This is an optimization exercise on Yosys and OpenROAD, whose aim is small area, a short achievable clock period and few clock cycles, not a production implementation.
At most, simulation tests tie the RTL to the original design; equivalence was not proved.
No activity file was given, so power comes from the tool's default toggle rates.

==> flow/design.v <==
module fastadd #(parameter N = 8)
(input [N-1:0] x, y,
input ci,
output [N-1:0] s);
reg [N:0] G, P;
integer i, d;
always @(*) begin
	G[0] = ci;
	P[0] = 1'b0;
	for (i = 0; i < N; i = i + 1) begin
		G[i+1] = x[i] & y[i];
		P[i+1] = x[i] ^ y[i];
	end
	for (d = 1; d <= N; d = d * 2)
		for (i = N; i >= d; i = i - 1) begin
			G[i] = G[i] | (P[i] & G[i-d]);
			P[i] = P[i] & P[i-d];
		end
end
assign s = x ^ y ^ G[N-1:0];
endmodule
module my_cpu(input clk, reset,
output [5:0] address,
output memWr,
output [7:0] writedata,
input [7:0] readdata, IN,
output [7:0] OUT,
output halt
);
reg [5:0] pc;
reg [7:0] a;
reg [7:0] outr;
reg [7:0] ir;       
reg       ev;       
reg       ym, yi, yc;   
reg [7:0] rf [0:7];
reg       haltr;
reg       s_ldi, s_jmp, s_ldm, s_stm, s_dld, s_dst;
wire s_d   = s_dld | s_dst;
wire fetch = ~(s_ldi | s_jmp | s_ldm | s_stm | s_d | haltr);
assign address   = pc;
assign memWr     = s_dst;
assign writedata = a;
assign OUT       = outr;
assign halt      = haltr;
wire [3:0] eh = ir[7:4];
wire [2:0] er = ir[2:0];
wire [7:0] rv = rf[er];
wire e_lda = ev & (eh == 4'h1);
wire e_sta = ev & (eh == 4'h2);
wire e_and = ev & (eh == 4'hA);
wire e_or  = ev & (eh == 4'hB);
wire e_add = ev & (eh == 4'hC);
wire e_sub = ev & (eh == 4'hD);
wire e_e   = ev & (eh == 4'hE) & ~ir[3] & ~(ir[2] & ir[1]);
wire e_not = e_e & (ir[2:0] == 3'd0);
wire e_inc = e_e & (ir[2:0] == 3'd1);
wire e_dec = e_e & (ir[2:0] == 3'd2);
wire e_shl = e_e & (ir[2:0] == 3'd3);
wire e_shr = e_e & (ir[2:0] == 3'd4);
wire e_ror = e_e & (ir[2:0] == 3'd5);
wire e_in  = ev & (ir == 8'hF0);
wire e_out = ev & (ir == 8'hF1);
wire e_aw = e_lda | e_and | e_or | e_add | e_sub | e_e | e_in;
wire       e_arith = e_add | e_sub | e_inc | e_dec;
wire [7:0] y = ({8{ym}} & rv) ^ {8{yi}};
wire [7:0] sum;
fastadd #(8) adder(a, y, yc, sum);
wire       a_mem = s_ldi | s_dld;
wire       a_hold = ~(e_aw | a_mem);
wire [7:0] ares = ({8{e_lda}} & rv)
                | ({8{e_and}} & (a & rv))
                | ({8{e_or}} & (a | rv))
                | ({8{e_arith}} & sum)
                | ({8{e_not}} & ~a)
                | ({8{e_shl}} & {a[6:0], 1'b0})
                | ({8{e_shr}} & {1'b0, a[7:1]})
                | ({8{e_ror}} & {a[0], a[7:1]})
                | ({8{e_in}} & IN)
                | ({8{a_mem}} & readdata)
                | ({8{a_hold}} & a);
always @(posedge clk)
	if (e_sta)
		rf[er] <= a;
wire [3:0] fh = readdata[7:4];
wire       flo0 = (readdata[3:0] == 4'd0);
wire       f_br = (fh[3:2] == 2'b01 & fh[1]) | (fh[3:2] == 2'b10 & ~fh[1]);
wire       az = (a == 8'd0);
reg        f_take;
always @(*)
	case (fh)
		4'h7:    f_take = az;
		4'h8:    f_take = ~az;
		4'h9:    f_take = ~a[7] & (~flo0 | ~az);
		default: f_take = 1'b1;
	endcase
wire f_stall = f_br & (fh != 4'h6) & e_aw;
wire f_ldm  = (readdata == 8'h30);
wire f_stm  = (readdata == 8'h40);
wire f_ldi  = (readdata == 8'h50);
wire f_halt = (readdata == 8'hF2);
wire f_e    = ~f_br & ~f_ldm & ~f_stm & ~f_ldi & ~f_halt;
wire f_add  = (fh == 4'hC);
wire f_sub  = (fh == 4'hD);
wire f_inc  = (readdata == 8'hE1);
wire f_dec  = (readdata == 8'hE2);
wire f_go   = fetch & ~f_stall;
wire f_jabs = f_go & f_br & flo0 & f_take;      
wire f_skip = f_go & f_br & flo0 & ~f_take;     
wire f_jrel = f_go & f_br & ~flo0 & f_take;
wire f_next = f_go & ~f_halt & ~f_skip & ~f_jrel;
wire [5:0] pc1 = pc + 6'd1;
wire [5:0] pc2 = pc + 6'd2;
wire [5:0] pcrel;
fastadd #(6) reladd(pc1, {{3{readdata[3]}}, readdata[2:0] ^ {3{readdata[3]}}}, readdata[3], pcrel);
wire p_inc  = f_next | s_ldi;
wire p_rd   = s_jmp | s_ldm | s_stm;
wire p_hold = ~(p_inc | f_skip | f_jrel | p_rd | s_d);
wire [5:0] pcn = ({6{p_inc}} & pc1)
               | ({6{f_skip}} & pc2)
               | ({6{f_jrel}} & pcrel)
               | ({6{p_rd}} & readdata[5:0])
               | ({6{s_d}} & ir[5:0])
               | ({6{p_hold}} & pc);
always @(posedge clk) begin
	if (s_ldm | s_stm)
		ir <= {2'b00, pc1};
	else
		ir <= readdata;
	ym <= f_add | f_sub;
	yi <= f_sub | f_dec;
	yc <= f_sub | f_inc;
	if (reset) begin
		pc <= 6'd0;
		a <= 8'd0;
		outr <= 8'd0;
		ev <= 1'b0;
		haltr <= 1'b0;
		s_ldi <= 1'b0; s_jmp <= 1'b0; s_ldm <= 1'b0; s_stm <= 1'b0;
		s_dld <= 1'b0; s_dst <= 1'b0;
	end else begin
		a <= ares;
		pc <= pcn;
		if (e_out) outr <= a;
		ev    <= f_go & f_e;
		haltr <= haltr | (f_go & f_halt);
		s_ldi <= f_go & f_ldi;
		s_ldm <= f_go & f_ldm;
		s_stm <= f_go & f_stm;
		s_jmp <= f_jabs;
		s_dld <= s_ldm;
		s_dst <= s_stm;
	end
end
endmodule
export LEC_CHECK = 0
export CAP_MARGIN = 20
export CORE_MARGIN = 2
export CORE_UTILIZATION = 40
export SETUP_SLACK_MARGIN = 2.5
export SLEW_MARGIN = 20
create_clock -name core_clock -period 5.0 [get_ports {clk}]
run.sh (not shown) runs the stock make flow with config.mk's settings and CLKGATE_MAP_FILE= SYNTH_SCRIPT=/design/flow/synth_recipe.tcl, a recipe that flattens the netlist after the stock synthesis.
Edit:
- SETUP_SLACK_MARGIN: 2.5 -> 2.0
Effect: The changed run passed the timing, DRC and antenna checks; critical path depth went up by 3; power went down by 0.61%; cell count is about the same; area after synthesis is unchanged; register-to-register slack gets worse by 0.09 ns; design area went down by 1.7%; via count stays flat; clock-buffer cell count went down by 1; sequential cell count stays the same; routed wire length went down by 0.54%.
No run of this note included a check of the RTL's function; only the layout flow was run.

---

my_cpu, a different RTL version from the one above (not shown whole).
Size: ~500 cells after synthesis, ~120 flip-flops.
==> flow/design.v (excerpt) <==
module my_cpu(input clk, reset,
output [5:0] address,
output memWr,
output [7:0] writedata,
input [7:0] readdata, IN,
output [7:0] OUT,
output halt
);
reg [5:0] pc;
reg [7:0] a;
reg [7:0] outr;
reg [7:0] ir;       
reg       ev;       
reg       xz, xinv, cin, ce, land, lor;   
reg [7:0] rsel;     
reg [7:0] rf [0:7];
reg       haltr;
reg       s_ldi, s_jmp, s_rel, s_ldm, s_stm, s_dld, s_dst;
wire s_d   = s_dld | s_dst;
wire fetch = ~(s_ldi | s_jmp | s_rel | s_ldm | s_stm | s_d | haltr);
assign address   = pc;
assign memWr     = s_dst;
assign writedata = a;
assign OUT       = outr;
assign halt      = haltr;
wire [3:0] eh = ir[7:4];
reg  [7:0] rv;
integer k;
always @(*) begin
	rv = 8'd0;
	for (k = 0; k < 8; k = k + 1)
		rv = rv | ({8{rsel[k]}} & rf[k]);
end
wire e_lda = ev & (eh == 4'h1);
wire e_sta = ev & (eh == 4'h2);
wire e_and = ev & (eh == 4'hA);
wire e_or  = ev & (eh == 4'hB);
wire e_add = ev & (eh == 4'hC);
wire e_sub = ev & (eh == 4'hD);
wire e_e   = ev & (eh == 4'hE) & ~ir[3] & ~(ir[2] & ir[1]);
wire e_not = e_e & (ir[2:0] == 3'd0);
wire e_inc = e_e & (ir[2:0] == 3'd1);
wire e_dec = e_e & (ir[2:0] == 3'd2);
wire e_shl = e_e & (ir[2:0] == 3'd3);
wire e_shr = e_e & (ir[2:0] == 3'd4);
wire e_ror = e_e & (ir[2:0] == 3'd5);
wire e_in  = ev & (ir == 8'hF0);
  ...
export LEC_CHECK = 0
export CAP_MARGIN = 20
export CORE_MARGIN = 2
export CORE_UTILIZATION = 40
export SETUP_SLACK_MARGIN = 2.8
export SLEW_MARGIN = 20
export SYNTH_HIERARCHICAL = 1
export SYNTH_MINIMUM_KEEP_SIZE = 0
export TNS_END_PERCENT = 0
create_clock -name core_clock -period 5.0 [get_ports {clk}]
standard.sh (not shown) runs the stock make flow with config.mk's settings and CLKGATE_MAP_FILE= SYNTH_SCRIPT=/design/flow/synth_recipe.tcl, a recipe that flattens the netlist after the stock synthesis.
==> flow/flow/run.sh <==
#!/bin/bash
# Standard layout, with two changes: plain buffers on the ports instead of the
# delay-cell buffers buffer_ports picks by default, and a clock tree of
# clkbuf_4 cells with larger sink clusters and no dummy loads.
set -euo pipefail
export BUFFER_PORTS_ARGS="-buffer_cell sky130_fd_sc_hd__buf_1"
export CTS_ARGS="-sink_clustering_enable -repair_clock_nets -buf_list sky130_fd_sc_hd__clkbuf_4 -dont_use_dummy_load -sink_clustering_size 30 -sink_clustering_max_diameter 80"
bash standard.sh > standard.log 2>&1
Testbench counts at the start, summed over its fixed seeds: cycles 27,699.
Rerun with:
--- a/flow/flow/run.sh
+++ b/flow/flow/run.sh
@@ -4 +4 @@
-# clkbuf_4 cells with larger sink clusters and no dummy loads.
+# clkbuf_4 cells with no dummy loads.
SETUP_SLACK_MARGIN = 3.0   (was 2.8)
The new run finished clean.
Power went up slightly.
Cell count went up slightly.
Wire length went up slightly.
Global-route usage went down by 0.24 points.
Final area went up by a few percent.
Critical path depth is unchanged.
Sequential power is about the same.
Worst setup slack improved by 0.087 ns.
Maximum frequency went up by a few percent.
Rerun with:
==> flow/flow/run.sh (replaced) <==
#!/bin/bash
# Standard layout, but with plain buffers on the ports instead of the
# delay-cell buffers buffer_ports picks by default.
set -euo pipefail
export BUFFER_PORTS_ARGS="-buffer_cell sky130_fd_sc_hd__buf_1"
bash standard.sh > standard.log 2>&1
CTS_BUF_LIST = sky130_fd_sc_hd__clkbuf_8   (was default)
CTS_CLUSTER_SIZE = 40   (was default)
SETUP_SLACK_MARGIN = 2.8   (was 3.0)
TNS_END_PERCENT = 10   (was 0)
The new run passed the timing, DRC and antenna checks.
Clock skew decreases by 0.041 ns.
Worst setup slack got worse by 0.035 ns.
Power rose by about 23%.
Die area is unchanged.
Non-clock buffer count drops by 3.
Critical path depth stays the same.
Sequential share of layout area goes down by 1.6 points.
Routed wire length rises by about 1%.

[separate check: timing with driven ports]
In the flow no input, the clock included, has a driving cell. The finished layouts below were timed again as built, in two steps.
Step 1, drivers: a clkbuf_16 drives clk and a buf_2 each remaining input, both assumed.
Step 2 also shifts input and output timing later by t, the mid clock arrival at the registers, as if the neighbouring blocks saw the same clock.
Slacks: ideal / step 1 / step 2; pairs: ideal / step 1.
| run | shift t [ns] | setup slack, ns | worst hold slack (ns) | pins driven straight from the clock port |
|---|---|---|---|---|
| the first run of note 1 | 0.396 | 1.963 / 1.963 / 1.963 | 0.489 / 0.489 / 0.489 | 1 |
| the second run of note 1 | 0.388 | 1.868 / 1.868 / 1.715 | 0.490 / 0.490 / 0.490 | 1 |
| the first run of note 2 | 0.524 | 2.710 / 2.710 / 2.492 | 0.492 / 0.492 / 0.492 | 1 |
| the second run of note 2 | 0.512 | 2.798 / 2.798 / 2.443 | 0.492 / 0.492 / 0.492 | 1 |
| the third run of note 2 | 0.455 | 2.763 / 2.763 / 2.476 | 0.488 / 0.488 / 0.488 | 1 |
After both steps every run listed still meets setup and hold. The setup slack of the second run of note 2, which loses most, moves by 0.000 ns with the drivers and by -0.355 ns with both steps.
